Context: an optimization exercise on an open-source flow, tuned for small area. The choices shown serve that exercise and are no tape-out recipe. Only simulation tests tie the RTL to the original design; equivalence was not proved. Power and IR drop assume default switching activity.

==> design.v <==
module axi_stream_insert_header #(
    parameter DATA_WD = 32,
    parameter DATA_BYTE_WD = DATA_WD / 8,
    parameter BYTE_CNT_WD = $clog2(DATA_BYTE_WD)
) (
    input clk,
    input rst_n,
    input valid_in,
    input [DATA_WD-1 : 0] data_in,
    input [DATA_BYTE_WD-1 : 0] keep_in,
    input last_in,
    output ready_in,
    output valid_out,
    output [DATA_WD-1 : 0] data_out,
    output [DATA_BYTE_WD-1 : 0] keep_out,
    output last_out,
    input ready_out,
    input valid_insert,
    input [DATA_WD-1 : 0] header_insert,
    input [DATA_BYTE_WD-1 : 0] keep_insert,
    input [BYTE_CNT_WD : 0] byte_insert_cnt,
    output ready_insert
);
function [BYTE_CNT_WD:0]count_1;
    input [DATA_BYTE_WD-1:0] data_in;
    reg [BYTE_CNT_WD:0]cnt,n;
begin
    cnt=0;
    for (n=0;n<DATA_BYTE_WD; n=n+1) begin
        if(data_in[n])
            cnt = cnt+1'b1; 
            count_1 =cnt;
    end
end
endfunction
localparam IDEL = 4'b0001;
localparam HAEDER_INSERT = 4'b0010;
localparam WAIT = 4'b0100;
localparam IN_OUT = 4'b1000;
reg [3:0] current_state;
reg [3:0] next_state;
reg [BYTE_CNT_WD : 0] byte_insert_cnt_temp;
reg [DATA_BYTE_WD-1 : 0] keep_insert_temp;
reg [DATA_WD-1:0] mem [0:4];
reg [1:0] addr_in;
reg [1:0] addr_out;
reg[4:0] cnt_temp;
reg [DATA_BYTE_WD-1 : 0] keepin_last;
wire [BYTE_CNT_WD:0] keepin_last_count;
wire [4:0] out_cnt ;
reg [2*DATA_WD-1 : 0] data_out_reg;
reg [2*DATA_BYTE_WD-1 : 0] keep_out_reg;
reg last_out_reg;
reg [4:0]cnt_out_temp;
    assign keepin_last_count = count_1(keepin_last); 
    assign ready_in = (current_state == HAEDER_INSERT || current_state==IN_OUT)?1'b1:1'b0;
    assign ready_insert = (current_state == IDEL)?1'b1:1'b0;
    assign valid_out = (current_state == IN_OUT)?1'b1:1'b0;
    assign out_cnt = (keepin_last_count+byte_insert_cnt_temp>DATA_BYTE_WD)?cnt_temp+1'b1:cnt_temp; 
    always @(posedge clk or negedge rst_n) begin
        if(!rst_n)begin
            current_state <= IDEL;
        end else begin
            current_state <= next_state;
        end
    end
    always @(*) begin
        next_state = IDEL;
        case (current_state)
            IDEL:begin
                if(valid_insert && ready_insert) 
                    next_state = HAEDER_INSERT;
                else 
                    next_state = IDEL;     
            end
            HAEDER_INSERT:begin
                if(ready_out && addr_in == 2'd3) 
                    next_state = IN_OUT;
                else if(addr_in == 2'd3)
                    next_state = WAIT; 
                else
                    next_state = HAEDER_INSERT;     
            end
            WAIT:begin
                if(valid_in && ready_out) 
                    next_state = IN_OUT;
                else 
                    next_state = WAIT;     
            end
            IN_OUT:begin
                if(last_out) 
                    next_state = IDEL;
                else 
                    next_state = IN_OUT;     
            end
            default: next_state = IDEL;
        endcase    
    end
    always @(posedge clk or negedge rst_n) begin
        if(!rst_n)begin
            byte_insert_cnt_temp <= 'b0;
            keep_insert_temp <= 'b0;
        end else if(valid_insert && ready_insert) begin
            byte_insert_cnt_temp <= byte_insert_cnt; 
            keep_insert_temp <= keep_insert;
        end else begin
            byte_insert_cnt_temp <= byte_insert_cnt_temp;
            keep_insert_temp <= keep_insert_temp;
        end
    end
    integer k;
    always @(posedge clk or negedge rst_n) begin
        if(!rst_n)begin
            addr_in <= 2'd0;
            cnt_temp <= 5'b0;
            keepin_last <= 'b0; 
            for(k=0;k<=4;k=k+1) 
               mem[k] <= 32'b0;        
        end else if(valid_insert && ready_insert && addr_in==2'd0) begin 
            addr_in <= addr_in + 1'b1;
            mem[addr_in] <= header_insert;
            cnt_temp <= 5'b0;
            keepin_last <= 'b0;
        end else if (valid_in && ready_in && last_in) begin 
            addr_in <= addr_in + 1'b1;
            mem[addr_in] <= data_in;
            cnt_temp <= cnt_temp + 1'b1;
            keepin_last <= keep_in;
        end else if (valid_in && ready_in) begin 
            addr_in <= addr_in + 1'b1;
            mem[addr_in] <= data_in;
            cnt_temp <= cnt_temp + 1'b1;
            keepin_last <= keepin_last;
        end else begin
            addr_in <= addr_in;
            cnt_temp <= cnt_temp;
            keepin_last <= keepin_last;
        end
    end
    always @(posedge clk or negedge rst_n) begin
        if(!rst_n)begin
            data_out_reg <= 'b0;
            keep_out_reg <= 'b0;
            last_out_reg <= 1'b0;
            addr_out <= 'b0;
            cnt_out_temp <= 'b0;
        end else if((current_state==HAEDER_INSERT || current_state==WAIT) && next_state == IN_OUT) begin 
            data_out_reg <= {mem[addr_out],mem[addr_out+1]} << (DATA_BYTE_WD - byte_insert_cnt)*8;
            keep_out_reg <= {DATA_BYTE_WD{1'b1}};
            last_out_reg <= 1'b0;
            addr_out <= addr_out + 1'b1;
            cnt_out_temp <= cnt_out_temp+1'b1;
        end else if (valid_out && ready_out) begin
            data_out_reg <= {mem[addr_out],mem[addr_out+1]} << (DATA_BYTE_WD - byte_insert_cnt)*8; 
            addr_out <= addr_out + 1'b1;
            cnt_out_temp <= cnt_out_temp+1'b1;
            if (cnt_out_temp == out_cnt-1'b1) begin
            last_out_reg <= 1'b1;
            keep_out_reg <= {keep_insert_temp,keepin_last} << (DATA_BYTE_WD - byte_insert_cnt);            
            end else begin                                                                                                                                           
            last_out_reg <= 1'b0;
            keep_out_reg <= {DATA_BYTE_WD{1'b1}};               
            end
        end else begin
            data_out_reg <= data_out_reg;
            keep_out_reg <= keep_out_reg;
            last_out_reg <= 1'b0;
            addr_out <= 'b0;
            cnt_out_temp <= 'b0;
        end
    end
    assign data_out = data_out_reg[2*DATA_WD-1:DATA_WD];
    assign keep_out = (out_cnt == cnt_temp)?keep_out_reg[2*DATA_BYTE_WD-1:DATA_BYTE_WD]:keep_out_reg[DATA_BYTE_WD-1:0];
    assign last_out = last_out_reg;
endmodule
==> run.sh <==
#!/bin/bash
# synth_recipe.tcl (not shown) runs the flow's synth.tcl, then flattens the netlist and writes it again
# the make line also repeats each setting of config.mk as NAME=value (left out here)
make -C /OpenROAD-flow-scripts/flow DESIGN_CONFIG=/design/flow/config.mk WORK_HOME=/design/flow/orfs CLKGATE_MAP_FILE= SYNTH_SCRIPT=/design/flow/synth_recipe.tcl finish
==> config.mk <==
export PLATFORM = sky130hd
export DESIGN_NAME = axi_stream_insert_header
export DESIGN_NICKNAME = axi_stream_insert_header
export VERILOG_FILES = /design/flow/design.v
export SDC_FILE = /design/flow/constraint.sdc
export NUM_CORES = 4
export LEC_CHECK = 0
export CAP_MARGIN = 20
export CORE_MARGIN = 2
export CORE_UTILIZATION = 40
export PLACE_DENSITY = 0.6
export SLEW_MARGIN = 20
==> constraint.sdc <==
create_clock -name core_clock -period 5.5 [get_ports {clk}]
set_input_delay 1.1000 -clock core_clock [delete_from_list [all_inputs] [get_ports {clk}]]
set_output_delay 1.1000 -clock core_clock [all_outputs]
set_load 0.01 [all_outputs]
==> results.tsv <==
stage	metric	value	unit
grt	gr ovfl total	0	
finish	layout cells sized above 1	8.23	%
finish	final instance area	13900	sq um
synth	syn avg cell area	8.84	sq um
setup_path	r2r setup slk	1.10	ns
route	ANT nets after route	0	
die	core region area	29500	sq um
setup_path	crit end category	output pin	
power	Worst VDD drop	258	uV
die	die height	176	um
finish	# diodes	0	
route	post-DR wirelength/cell	21.5	um
min_path	min-delay worst type	reg -> reg	
synth	Ys Warns	2	
setup_path	CP Launch Type	flop	
synth	sequential share of the synthesized area	41.7	%
setup_path	CP Data Arrival Time	4.22	ns
route	vias per cell	6.05	
setup_path	R2R Path Start	keepin_last[0]	
die	die width	176	um
synth	post-synthesis cell area	11900	sq um
setup_path	end of the critical path	keep_out[3]	
grt	global-route wire length before repair	59.9	mm
clocking	clk buf depth	2	
synth	EDFF count, synth	0	
route	DRC viols	0	
synth	Syn Nets	1447	
finish	Largest register FFs	128	
sta	period utilisation layout	96.7	%
sta	Final min period	5.32	ns
sta	final setup violation count	0	
clocking	CTS Buf Count	17	
sta	Setup Skew	0.0176	ns
die	starting density of the core	40.3	%
clocking	H-Tree Depth	4	
flow_run	max-cap viol count	0	
power	PD cells	503	nW/um^2
synth	Yosys reg bits	198	
route	final WL	38.7	mm
setup_path	reg-to-reg endpoint	keep_out_reg[6]	
grt	initial antenna violation count	0	
finish	area grow syn2layout	17.2	%
setup_path	reg2reg path depth	14	
clocking	Post-CTS Setup Bufs	0	
placement	dpl hpwl	26.5	mm
sta	final setup TNS	0	ns
route	DRT iter0 DRCs	1462	
grt	Total GRT Usage	25.0	%
placement	DP Area	13300	sq um
route	Pre-Repair DR Iteration Count	6	
clocking	# clock sinks	198	
grt	number of global-route vias before repair	10300	
grt	largest net degree at the start of global routing	109	
setup_path	CP startpoint	keepin_last[0]	
setup_path	Crit path required time	4.40	ns
sta	Max-slew headroom	19.6	%
sta	final hold viol count	0	
run_status	status	complete, no violations	
placement	routability cong.	0.925	
clocking	CTS root buf	clkbuf_16	
sta	max-slew violations	0	
die	DIE AREA	31100	sq um
sta	worst slew pin tran	1.20	ns
die	IO Count	121	
setup_path	critical path class	reg -> out	
route	total number of vias	10900	
synth	Mapped Cells	1345	
min_path	WHS Path Cells	2	
clocking	clock-pin transition on the worst setup and hold timing paths	0.08	ns
clocking	clk latency of the worst-skew pair	0.45	ns
placement	input/output buffers	120	
finish	nets@finish	1499	
sta	Fmax	188	MHz
synth	dominant synthesized flop cell	dfrtp_1	
clocking	CTS tree	built	
power	leakage	5.70	nW
setup_path	CP max FO	8	
synth	Netlist cell types	82	
synth	Synth async-reset ratio	100	%
die	Rows	63	
synth_stat cells, drive strengths merged, types with 5 or more instances:
master,count,area [sq um]
a221oi,13,138
nor3,14,70.1
nand3,23,115
a21o,11,83.8
a222oi,62,621
a32o,7,70.1
o31ai,10,75.1
a21oi,67,335
buf,32,186
nor2b,22,138
inv,26,97.6
ha,20,250
nand2b,6,37.5
a211oi,17,128
o41ai,6,52.6
a221o,7,70.1
or3,5,36.3
mux4,6,135
nor2,77,289
o21ai,180,901
a21boi,9,75.1
a31oi,10,62.6
clkbuf,80,308
a2111oi,8,70.1
mux2i,49,490
mux2,18,203
nand2,242,908
xnor2,7,61.3
xor2,8,70.1
nor4,8,65.1
a22o,8,70.1
and2,9,56.3
o22ai,9,62.6
dfrtp,197,4930
and3,6,37.5
o211ai,9,72.6
power by group:
part	internal, mW	total [mW]	switching [mW]
logic	1.35	3.04	1.69
clock network	0.631	1.29	0.660
registers	2.10	2.68	0.579
metal layers:
layer  vias up  share of wire [%]  global-route usage (%)  wire length, um
met5         -                  0                   0.321                0
met4         0                4.2                    11.2             1620
met3        95                7.6                    5.04             2950
met2       500                 44                    37.8            17000
met1      5197                 44                    34.7            17100
li1       5095                  -                       -                -
worst min-delay path by stage:
stage	start	to	slack, ns
2_1_floorplan	mem[0][12]	mem[0][12]	0.45
3_3_place_gp	mem[0][19]	mem[0][19]	0.47
3_5_place_dp	mem[0][26]	mem[0][26]	0.47
4_1_cts	mem[0][26]	mem[0][26]	0.49
5_1_grt	keep_out_reg[4]	keep_out_reg[4]	0.52
6_report	data_out_reg[38]	data_out_reg[38]	0.49
metrics by stage:
stage          util [%]  setup slack [ns]  hold WS (ns)  power (mW)  std cells
5_1_grt            47.3          -0.00185         0.524        7.50       1800
2_1_floorplan         -              1.25         0.450        4.47       1345
6_report           47.3             0.180         0.493        7.01       1800
4_1_cts            47.3             0.131         0.492        6.97       1800
3_3_place_gp       45.2             0.805         0.465        5.57       1768
3_5_place_dp       45.2             0.608         0.474        5.66       1768
kinds of logic (layout without fill, tap and decap cells):
group / Yosys count / in the layout / share of synthesized area [%]
and+or+nand+nor: 426 / 426 / 15.7
xor gates and xnor gates: 15 / 15 / 1.10
DFF: 198 / 198 / 41.7
AOI/OAI and AO/OA: 471 / 471 / 27.1
muxes: 73 / 73 / 6.96
buffers and inverters: 141 / 206 / 5.20
adders and majority gates: 21 / 21 / 2.27
placed cells by master (no fill, tap or decap), drive strengths merged, types with 5 or more instances in the layout:
cell type | synthesis | layout
a2111oi | 8 | 8
a211oi | 17 | 17
a21boi | 9 | 9
a21o | 11 | 11
a21oi | 67 | 67
a221o | 7 | 7
a221oi | 13 | 13
a222oi | 62 | 62
a22o | 8 | 8
a31oi | 10 | 10
a32o | 7 | 7
and2 | 9 | 9
and3 | 6 | 6
buf | 32 | 29
clkbuf | 80 | 19
clkdlybuf4s50 | 0 | 118
clkinv | 0 | 6
dfrtp | 197 | 197
ha | 20 | 20
inv | 26 | 33
mux2 | 18 | 18
mux2i | 49 | 49
mux4 | 6 | 6
nand2 | 242 | 242
nand2b | 6 | 6
nand3 | 23 | 23
nor2 | 77 | 77
nor2b | 22 | 22
nor3 | 14 | 14
nor4 | 8 | 8
o211ai | 9 | 9
o21ai | 180 | 180
o22ai | 9 | 9
o31ai | 10 | 10
o41ai | 6 | 6
or3 | 5 | 5
xnor2 | 7 | 7
xor2 | 8 | 8
final cells by class:
class	instances	area [sq um]
flip-flops and latches	198	4960
well taps	390	488
clock buffers	18	439
repair buffers	148	1410
clock inverters	14	176
fillers	2861	15500
multi-input cells	1006	6380
inverters	26	97.6
repair_timing:
action,4_1_cts,5_1_grt
resized for setup,0,1
endpoints found under the setup margin,0,4
hold buffers,0,0
critical path, cell delays in order (launching register included):
cell             delay [ns]
dfrtp_1                0.51
inv_1                  0.08
ha_1                   0.33
xor2_1                 0.23
xor2_1                 0.22
ha_1                   0.21
inv_1                  0.06
fa_1                   0.50
or2b_2                 0.35
a221oi_4               0.42
mux2_2                 0.39
clkdlybuf4s50_1        0.48

## what the ideal ports hide
In the flow no input, the clock included, has a driving cell. The finished layout below was timed again as built, in two steps.
Step 1 sets driving cells, clkbuf_16 on the clock port and buf_2 on the other inputs (assumed; they add their load-dependent delay and slew).
Step 2, shift: input delay + t, output delay - t, t = (earliest + latest rising clock arrival at the registers) / 2. This alone moves slack from input paths to output paths.
Three values: ideal, step 1, step 2; two values: the first two.
shift t [ns]: 0.494
setup slack, ns: 0.180 / 0.129 / 0.623
hold WS [ns]: 0.493 / 0.493 / 0.493
worst setup path after step 2: register to output
pins driven straight from the clock port: 1
After both steps this run still meets setup and hold. For this run, drivers alone change the setup slack by -0.051 ns; drivers and shift together by +0.443 ns.
